What follows belongs to an exercise in optimizing a design on an open flow for small area and a short achievable clock period; a production flow would make more cautious choices. Function was checked by simulation only, so behaviour that the tests miss may differ from the original. No activity file was given, so power comes from the tool's default toggle rates.

`flow/config.mk`:
```
export PLATFORM = sky130hd
export DESIGN_NAME = ambilight
export DESIGN_NICKNAME = ambilight
export VERILOG_FILES = /design/flow/design.v
export SDC_FILE = /design/flow/constraint.sdc
export NUM_CORES = 8
export LEC_CHECK = 0
export CAP_MARGIN = 40
export CORE_MARGIN = 2
export CORE_UTILIZATION = 40
export SLEW_MARGIN = 40
```
`flow/constraint.sdc`:
```
create_clock -name core_clock -period 20.0 [get_ports {clk}]
set_input_delay 4.0000 -clock core_clock [delete_from_list [all_inputs] [get_ports {clk}]]
set_output_delay 4.0000 -clock core_clock [all_outputs]
set_load 0.01 [all_outputs]
```
`flow/design.v`:
```
`timescale 1ns / 1ps
module v_count(
    input clk,
    input rst,
    input valid,
    input vsync,
    output wire [15:0] o_v_cnt,
    output wire [15:0] o_h_cnt
    );
    reg d_vsync;
    reg d_valid;
    reg [15:0] v_cnt;
    reg [15:0] h_cnt;
    reg init;
    assign o_v_cnt = v_cnt;
    assign o_h_cnt = valid == 1 ? h_cnt : 0;
    always @(posedge clk) begin
      if(rst) begin
        d_vsync <= 1'b0;
        d_valid <= 1'b0;
      end else begin
        d_vsync <= vsync;
        d_valid <= valid;
      end
    end
    always @(posedge clk) begin
      if(rst) begin
        v_cnt <= 0;
        h_cnt <= 0;
      end else begin
      if(d_vsync == 0 && vsync == 1) begin
        v_cnt <= 0;
      end
      if(d_valid == 1 && valid == 0) begin
        v_cnt <= v_cnt + 1;
        h_cnt <= 0;
      end else if(valid == 1) begin
        h_cnt <= h_cnt + 1;
      end
      end
    end
endmodule
`timescale 1ns / 1ps
module data_gen(
    input clk_100mhz,
    output wire d_out,
    input reset,
    input [7:0] red,
    input [7:0] green,
    input [7:0] blue,
    input trig_in,
    output nxt_out,
    output wire t_valid,
    output wire rdy
    );
    localparam T0H=59;  
    localparam T1H=119;  
    localparam T0L=126;  
    localparam T1L=67;  
    localparam minTres=3713;  
    localparam Tres=59400;  
    localparam IDLE=4'b0000, TRANS=4'b0001, TRANS0=4'b0010, TRANS1=4'b0011, UPDATE=4'b0100, FIN=4'b0101; 
    reg [15:0] counter;  
    reg [3:0] state, l_state;
    reg i_out;
    reg trig_reg, trig, d_trig;
    reg [7:0] idx;
    reg [23:0] buf_color;
    reg [23:0] cur_color;  
    reg buf_up;   
    reg nxt;
    assign d_out = i_out;
    assign rdy = (state == IDLE);
    always @(posedge clk_100mhz) begin
	  if(reset) { trig, trig_reg } <= 2'b00;
	  else { trig, trig_reg } <= { trig_reg, trig_in };
	end
    assign t_valid = d_trig;
    assign nxt_out = nxt & !t_valid;
    always @(posedge clk_100mhz) begin
      if(reset) nxt <= 1;
      else if(d_trig == 0 && trig == 1 && (nxt || rdy)) begin
        buf_color <= {green, red, blue};
        nxt <= 0;
      end
      else if(buf_up) nxt <= 1;
      if(reset) d_trig <= 0;
      else d_trig <= trig;
    end
    always @(posedge clk_100mhz) begin
      if(l_state != state) counter <= 0;
      else counter <= counter + 1;
      l_state <= state;
    end
    always @(posedge clk_100mhz) begin
      buf_up <= 0;
      if(reset) begin
        state <= IDLE;
        i_out <= 0;
        idx <= 23;
      end
      else begin
        case(state)
          IDLE: begin
            i_out <= 0;
            if(nxt == 0) begin  
              state <= TRANS;
              cur_color <= buf_color;
              buf_up <= 1;
              idx <= 23;
            end
          end
          TRANS: begin
            i_out <= 0;
            if(cur_color[idx] == 1'b0) state <= TRANS0;
            else state <= TRANS1;
          end
          TRANS0: begin
            if(counter < T0H) i_out <= 1;
            else i_out <= 0;
            if(counter >= T0H+T0L-3) state <= UPDATE;
          end
          TRANS1: begin
            if(counter < T1H) i_out <= 1;
            else i_out <= 0;
            if(counter >= T1H+T1L-3) state <= UPDATE;
          end
          UPDATE: begin
            i_out <= 0;
            if(idx == 0) begin
              if(nxt == 0) begin
                idx <= 23;
                cur_color <= buf_color;
                buf_up <= 1;
                state <= TRANS;
              end else if(counter > minTres) state <= FIN;
            end
            else begin 
              idx <= idx-1;
              state <= TRANS;
            end
          end
          FIN: begin
            i_out <= 0;
            buf_up <= 1;  
            if(counter > Tres - minTres) state <= IDLE;
          end
        endcase
      end
    end
endmodule
`timescale 1ns / 1ps
module get_average_sv #(
    parameter v_pix = 1080,
    parameter h_pix = 1920,
    parameter num_h = 19,
    parameter num_v = 11,
    parameter cnt4pixavg = 64
)(
    input clk,
    input rst,
    input [23:0] rgb,
    input [15:0] h_cnt,
    input [15:0] v_cnt,
    input v_sync,
    input p_valid,
    output reg [23:0] avg_rgb,
    output reg trig,
    input nxt_in,
    input t_valid_in,
    input rdy
    );
    localparam X_BITS = $clog2(cnt4pixavg);  
    localparam MAX_DIST = cnt4pixavg>>($clog2(cnt4pixavg)/2);   
    localparam pix_h = h_pix/num_h;
    localparam pix_v = v_pix/num_v;
    localparam num_leds = num_h+2*num_v-2;
    wire [num_leds:0] [1:0] [15:0] led_pos_lut;  
    genvar gi;
    generate
      for(gi = 0; gi<=num_leds; gi=gi+1) begin : g_lut
        if(gi == num_leds) begin : g_unused
          assign led_pos_lut[gi][0] = 16'd0;
          assign led_pos_lut[gi][1] = 16'd0;
        end else if(gi < num_v) begin : g_left
          assign led_pos_lut[gi][0] = 16'd0;
          assign led_pos_lut[gi][1] = v_pix-pix_v*gi-pix_v/2;
        end else if(gi > num_v+num_h-2) begin : g_right
          assign led_pos_lut[gi][0] = h_pix-1;
          assign led_pos_lut[gi][1] = pix_v/2+pix_v*(gi-num_v-num_h+2);
        end else begin : g_top
          assign led_pos_lut[gi][0] = pix_h/2+pix_h*(gi-num_v+1);
          assign led_pos_lut[gi][1] = 16'd0;
        end
      end
    endgenerate
    wire [7:0] h_pos, v_pos; 
    wire [7:0] led_id;       
    reg [15:0] x_dist;       
    reg [15:0] y_dist;       
    reg d_vsync;             
    reg [7:0] out_cnt;    
    reg t_valid_reg, t_valid;
    reg nxt_reg, nxt;
    reg [23:0] rgb_delayed;
    reg [7:0] led_id_delayed;
    reg buf_valid;
    wire [7+X_BITS:0] r_sum [0:num_leds];
    wire [7+X_BITS:0] g_sum [0:num_leds];
    wire [7+X_BITS:0] b_sum [0:num_leds];
    wire [7+X_BITS:0] out_r_sum [0:num_leds];
    wire [7+X_BITS:0] out_g_sum [0:num_leds];
    wire [7+X_BITS:0] out_b_sum [0:num_leds];
    wire sum_clr;    
    wire sum_add;    
    wire out_load;   
    wire [7+X_BITS:0] r_new, g_new, b_new;
    assign h_pos = h_cnt/pix_h;
    assign v_pos = v_cnt/pix_v;
    assign led_id = (h_pos == 0)       ? num_v-v_pos-1 :  
                    (v_pos == 0)       ? num_v+h_pos-1 :  
                    (h_pos == num_h-1) ? num_v+h_pos+v_pos-1 :  
                    8'hFF;  
    always @(posedge clk) begin
        if(rst) d_vsync <= 1'b0;
        else d_vsync <= v_sync;
    end
    always @(posedge clk) begin
      buf_valid <= 0;
      if(led_id < num_leds && p_valid) begin
        x_dist <= (led_pos_lut[led_id][0]>h_cnt)?(led_pos_lut[led_id][0] - h_cnt):(h_cnt - led_pos_lut[led_id][0]);
        y_dist <= (led_pos_lut[led_id][1]>v_cnt)?(led_pos_lut[led_id][1] - v_cnt):(v_cnt - led_pos_lut[led_id][1]);
        rgb_delayed <= rgb;
        led_id_delayed <= led_id;
        buf_valid <= 1'b1;
      end
      if(rst) buf_valid <= 1'b0;
    end
    assign sum_add = buf_valid && (x_dist+y_dist<MAX_DIST);
    assign sum_clr = rst || (d_vsync == 1 && v_sync == 0);
    assign r_new = r_sum[led_id_delayed] + rgb_delayed[23:16];
    assign g_new = g_sum[led_id_delayed] + rgb_delayed[15:8];
    assign b_new = b_sum[led_id_delayed] + rgb_delayed[7:0];
    genvar li;
    generate
      for(li = 0; li <= num_leds; li = li + 1) begin : g_led
        reg [7+X_BITS:0] r_q, g_q, b_q;
        reg [7+X_BITS:0] out_r_q, out_g_q, out_b_q;
        always @(posedge clk) begin
          if(sum_clr) begin
            r_q <= 0;
            g_q <= 0;
            b_q <= 0;
          end else if(sum_add && led_id_delayed == li) begin
            r_q <= r_new;
            g_q <= g_new;
            b_q <= b_new;
          end
          if(out_load) begin
            out_r_q <= r_q;
            out_g_q <= g_q;
            out_b_q <= b_q;
          end
        end
        assign r_sum[li] = r_q;
        assign g_sum[li] = g_q;
        assign b_sum[li] = b_q;
        assign out_r_sum[li] = out_r_q;
        assign out_g_sum[li] = out_g_q;
        assign out_b_sum[li] = out_b_q;
      end
    endgenerate
    always @(posedge clk) begin
      if(rst) begin
        {t_valid, t_valid_reg} <= 2'b00;
        {nxt, nxt_reg} <= 2'b11;
      end else begin
        {t_valid, t_valid_reg} <= {t_valid_reg, t_valid_in};
        {nxt, nxt_reg} <= {nxt_reg, nxt_in};
      end
    end
    assign out_load = !rst && (d_vsync == 0) && (v_sync == 1) && (out_cnt == num_leds) && rdy;
    always @(posedge clk) begin
      if(rst) begin
        out_cnt <= num_leds;
        trig <= 1'b0;
      end
      else if(out_load) begin
        out_cnt <= 0;
      end
      else if(out_cnt < num_leds) begin
        avg_rgb[23:16] <= out_r_sum[out_cnt][X_BITS+7:X_BITS];
        avg_rgb[15:8] <= out_g_sum[out_cnt][X_BITS+7:X_BITS];
        avg_rgb[7:0] <= out_b_sum[out_cnt][X_BITS+7:X_BITS];
        if(nxt) trig <= 1;
        if(t_valid && trig) begin
          trig <= 0;
          out_cnt <= out_cnt + 1;
        end
      end
      else  
        out_cnt <= num_leds;
    end
endmodule
`timescale 1ns / 1ps
module get_average #(
parameter v_pix = 1080,
    parameter h_pix = 1920,
    parameter num_h = 10,
    parameter num_v = 5,
    parameter cnt4pixavg = 64
)(
    input clk,
    input rst,
    input [23:0] rbg,
    input [15:0] h_cnt,
    input [15:0] v_cnt,
    input p_valid,
    input v_sync,
    output [23:0] avg_rgb,
    output trig,
    input nxt,
    input t_valid,
    input rdy
    );
    wire [23:0] rgb;
    assign rgb = {rbg[23:16], rbg[7:0], rbg[15:8]};
    get_average_sv #(
      .v_pix(v_pix),
      .h_pix(h_pix),
      .num_h(num_h),
      .num_v(num_v),
      .cnt4pixavg(cnt4pixavg)
    ) inst_ave (
      .clk(clk),
      .rst(rst),
      .rgb(rgb),
      .h_cnt(h_cnt),
      .v_cnt(v_cnt),
      .p_valid(p_valid),
      .v_sync(v_sync),
      .avg_rgb(avg_rgb),
      .trig(trig),
      .nxt_in(nxt),
      .t_valid_in(t_valid),
      .rdy(rdy)
    );
endmodule
`timescale 1ns / 1ps
module ambilight (
    input clk,           
    input rst,           
    input [23:0] rbg,    
    input vde,           
    input vsync,         
    output led_data      
    );
    wire [15:0] h_cnt, v_cnt;
    wire [23:0] avg_rgb;
    wire trig, nxt, t_valid, rdy;
    v_count u_v_count (
      .clk(clk),
      .rst(rst),
      .valid(vde),
      .vsync(vsync),
      .o_v_cnt(v_cnt),
      .o_h_cnt(h_cnt)
    );
    get_average #(
      .v_pix(1080),
      .h_pix(1920),
      .num_h(19),
      .num_v(11),
      .cnt4pixavg(64)
    ) u_get_average (
      .clk(clk),
      .rst(rst),
      .rbg(rbg),
      .h_cnt(h_cnt),
      .v_cnt(v_cnt),
      .p_valid(vde),
      .v_sync(vsync),
      .avg_rgb(avg_rgb),
      .trig(trig),
      .nxt(nxt),
      .t_valid(t_valid),
      .rdy(rdy)
    );
    data_gen u_data_gen (
      .clk_100mhz(clk),
      .d_out(led_data),
      .reset(rst),
      .red(avg_rgb[23:16]),
      .green(avg_rgb[15:8]),
      .blue(avg_rgb[7:0]),
      .trig_in(trig),
      .nxt_out(nxt),
      .t_valid(t_valid),
      .rdy(rdy)
    );
endmodule
```
`flow/run.sh`:
```
#!/bin/bash
# synth_recipe.tcl (not shown) runs the flow's synth.tcl, then flattens the netlist and writes it again
# the make line also repeats each setting of config.mk as NAME=value (left out here)
make -C /OpenROAD-flow-scripts/flow DESIGN_CONFIG=/design/flow/config.mk WORK_HOME=/design/flow/orfs CLKGATE_MAP_FILE= SYNTH_SCRIPT=/design/flow/synth_recipe.tcl finish
```
==> flow_metrics.tcl <==
set metrics [dict create \
    outcome "finished clean" \
    maxSlewViolCount 0 \
    port_buffers 28 \
    grt_antenna_before_repair 72 \
    hold_viol 0 \
    ys_warn_count 3 \
    synthCells 12800 \
    avgSynthCellArea_um2 9.46 \
    drt_iter0_drc 23700 \
    firstDrtPassIters 9 \
    drtAntennaViolNets 0 \
    synth_ff_type "dfxtp_1" \
    top_regs "u_get_average.inst_ave.g_led.b_q: 560 flops, u_get_average.inst_ave.g_led.g_q: 560 flops, u_get_average.inst_ave.g_led.r_q: 560 flops" \
    clock_skew_ns 0.0630 \
    insertion_delay_ns 0.91 \
    h-tree-depth 5 \
    pwr-share-clk 0.458 \
    clock-sinks 2860 \
    grt_pass1_wl_um 807000 \
    ctsHoldBuffers 0 \
    rows 201 \
    rsz0062_at_grt "false" \
    vias 114000 \
    path_clk_slew_ns 0.06 \
    dp_hpwl_um 342000 \
    core-area_um2 300000 \
    criticalPathCategory "in2reg" \
    ir_drop_mv 0.0612 \
    initial_core_util 0.403 \
    cp-end-kind "flip-flop" \
    p_int_w 0.00931 \
    grt_max_degree 119 \
    wire_per_inst_um 35.4 \
    cts_tree "built" \
    period_share 0.937 \
    clockBufferDepth 4 \
    final_cell_mix "nand2_1 (2163), dfxtp_1 (1764), a21oi_1 (1641)" \
    die_y_um 554 \
    nFillCells 28100 \
    grt_pass1_vias 101000 \
    fmax_mhz 53.3 \
    cts_root_buffer "clkbuf_16" \
    final_common_cell "nand2_1" \
    maxSlewHeadroom 0.309 \
    ios 29 \
    power.leakage_nw 46.0 \
    drive_above_1_share 0.102 \
    p_switching_w 0.00281 \
    p_seq_frac 0.506 \
    gp_congestion 0.952 \
    synth.cell_area_um2 121000 \
    wirelength_um 596000 \
    async_reset_ff_frac 0 \
    die_w_um 554 \
    startpoint_type "input pin" \
    seq_area_frac_synth 0.564 \
    max_stage_delay_ns 0.51 \
    setup_violations 0 \
    post_drt_via_cell_ratio 6.76 \
    ys_ff_latch 2860 \
    stdcell_count 16800 \
    synthDistinctLibCells 129 \
    die-area_um2 307000 \
    critPathArrivalTime_ns 19.38 \
    hold_class "reg2reg" \
    nets 12700 \
    pwr-share-comb 0.035 \
    cts-resized-gates 0 \
    power_per_cell_area_nw_per_um2 87.9 \
    min_period_ns 18.75 \
    place_inst 16200 \
    netSwitchingFraction 0.232 \
    cp_slowest_cell "clkdlybuf4s50_1" \
    crit_fanout 9 \
    required_ns 20.64 \
    track_usage 0.372 \
    cts_buffers 299 \
    tns_ns 0 \
    grt.overflow.total 0 \
    post_cts_buffers 0 \
    tightest_slew_ns 1.04 \
    crit_top_cell "a21o_1" \
    synth_edf_count 1096 \
    syn_to_final_growth_pct 14.0 \
    drcViolationCount 0 \
    max_cap_violations 0 \
]
==> logic make-up (layout without fill, tap and decap cells) <==
group,Yosys count,in the layout,synth area share
compound gates,3737,3737,0.204
simple gates,4624,4624,0.161
xor+xnor,164,164,0.0121
buf+inv,1197,1216,0.0380
fa+ha+maj,134,134,0.0143
flops,2860,2860,0.564
other cells,1,57,0.0000310
mux,66,66,0.00646
==> final cells by class <==
| type | count | area (µm²) | area share |
|---|---|---|---|
| diodes | 55 | 138 | 0.000998 |
| clock buffers | 426 | 8450 | 0.0613 |
| clock inverters | 109 | 975 | 0.00707 |
| inverters | 112 | 425 | 0.00309 |
| multi-input cells | 8727 | 49500 | 0.359 |
| flip-flops and latches | 2860 | 68200 | 0.495 |
| well taps | 3958 | 4950 | 0.0359 |
| repair buffers | 569 | 5170 | 0.0375 |
==> power by group through the flow <==
| stage | clock, W | combinational, W | sequential [W] |
|---|---|---|---|
| CTS | 0.00552 | 0.000403 | 0.00614 |
| floorplan | 0 | 0.000237 | 0.00630 |
| global placement | 0 | 0.000390 | 0.00627 |
| global route | 0.00574 | 0.000437 | 0.00614 |
| detailed placement | 0 | 0.000402 | 0.00627 |
| finish | 0.00556 | 0.000427 | 0.00614 |
==> metrics by stage <==
step	setup slack [ns]	cell area, µm²	util	hold slack (ns)	power (W)
CTS	1.23	138000	0.458	0.415	0.0121
global route	0.0902	138000	0.459	0.421	0.0123
global placement	0.0905	127000	0.424	0.401	0.00666
detailed placement	0.405	128000	0.427	0.405	0.00667
floorplan	0.693	121000	-	0.329	0.00653
finish	1.25	138000	0.459	0.411	0.0121
==> synth_stat cells (all sizes together), types with 11 or more instances <==
master | n | share of area
nor4 | 82 | 0.0044
o211a | 13 | 0.0011
mux2i | 42 | 0.0035
inv | 105 | 0.0033
nand2b | 26 | 0.0013
o211ai | 34 | 0.0022
a31o | 12 | 0.00087
nor2 | 1540 | 0.048
a21boi | 11 | 0.00071
o21bai | 36 | 0.0022
edfxtp | 1096 | 0.27
a22oi | 819 | 0.051
nor2b | 29 | 0.0015
a22o | 193 | 0.014
dfxtp | 1764 | 0.29
clkbuf | 1001 | 0.031
or4 | 11 | 0.00071
a211oi | 266 | 0.017
o21ai | 132 | 0.0056
xnor2 | 114 | 0.0084
a211o | 12 | 0.00087
nand4 | 301 | 0.016
a222oi | 67 | 0.0055
or3 | 30 | 0.0016
o31ai | 30 | 0.0022
a21o | 60 | 0.0037
a21oi | 1648 | 0.068
buf | 84 | 0.0034
nand2 | 2207 | 0.069
or2 | 27 | 0.0014
xor2 | 50 | 0.0037
and2 | 41 | 0.0021
o22ai | 28 | 0.0014
o21a | 20 | 0.0013
a2111oi | 11 | 0.00086
a221oi | 197 | 0.014
ha | 122 | 0.013
nor3 | 95 | 0.0040
mux2 | 17 | 0.0016
a31oi | 39 | 0.0023
and3 | 61 | 0.0032
nand3 | 145 | 0.0060
==> layer usage <==
layer / vias to the layer above / global-route usage / wire length (µm)
met5: - / 0 / 324
met3: 3028 / 0.139 / 96500
met1: 53800 / 0.463 / 206000
met4: 36 / 0.280 / 54400
li1: 45900 / - / -
met2: 10900 / 0.520 / 239000
==> final timing paths <==
| path | to | slack (ns) | from | depth (start not counted) |
|---|---|---|---|---|
| max reg2reg | u_get_average.inst_ave.x_dist[14] | 3.40 | u_v_count.v_cnt[11] | 66 |
| min reg2reg | u_data_gen.cur_color[17] | 0.41 | u_data_gen.buf_color[17] | 0 |
| min | u_data_gen.cur_color[17] | 0.41 | u_data_gen.buf_color[17] | 0 |
| max | u_get_average.inst_ave.x_dist[14] | 1.25 | vde | 80 |
==> critical path: cells and delay by family <==
family	cells	cell delay, ns
AOI/OAI and AO/OA	41	8.40
muxes	2	0.40
buffers and inverters	10	1.42
xor gates and xnor gates	4	0.50
and+or+nand+nor	15	2.56
adders and majority gates	8	2.11

## what the ideal ports hide
How much do the figures lean on ideal ports? The routed layout below was timed once more, with nothing changed but the port constraints. Step 1 (the two cells are an assumption about what drives the block):
set clk [get_ports {clk}]
set_driving_cell -lib_cell sky130_fd_sc_hd__clkbuf_16 $clk
set_driving_cell -lib_cell sky130_fd_sc_hd__buf_2 [delete_from_list [all_inputs] $clk]
Step 2 moves the port delays by t, midway between the first and last clock arrival at a register: inputs arrive t later, outputs are due t later. That takes back most of the time a late clock gives input paths. Slacks: ideal ports / drivers / drivers and shift; pairs: ideal ports / drivers.
shift t [ns]: 0.980
setup slack, ns: 1.253 / 1.230 / 0.250
worst hold slack (ns): 0.411 / 0.411 / 0.411
pins driven straight from the clock port: 1
After both steps this run still meets setup and hold. The setup slack of this run moves by -0.023 ns with the drivers and by -1.003 ns with both steps.
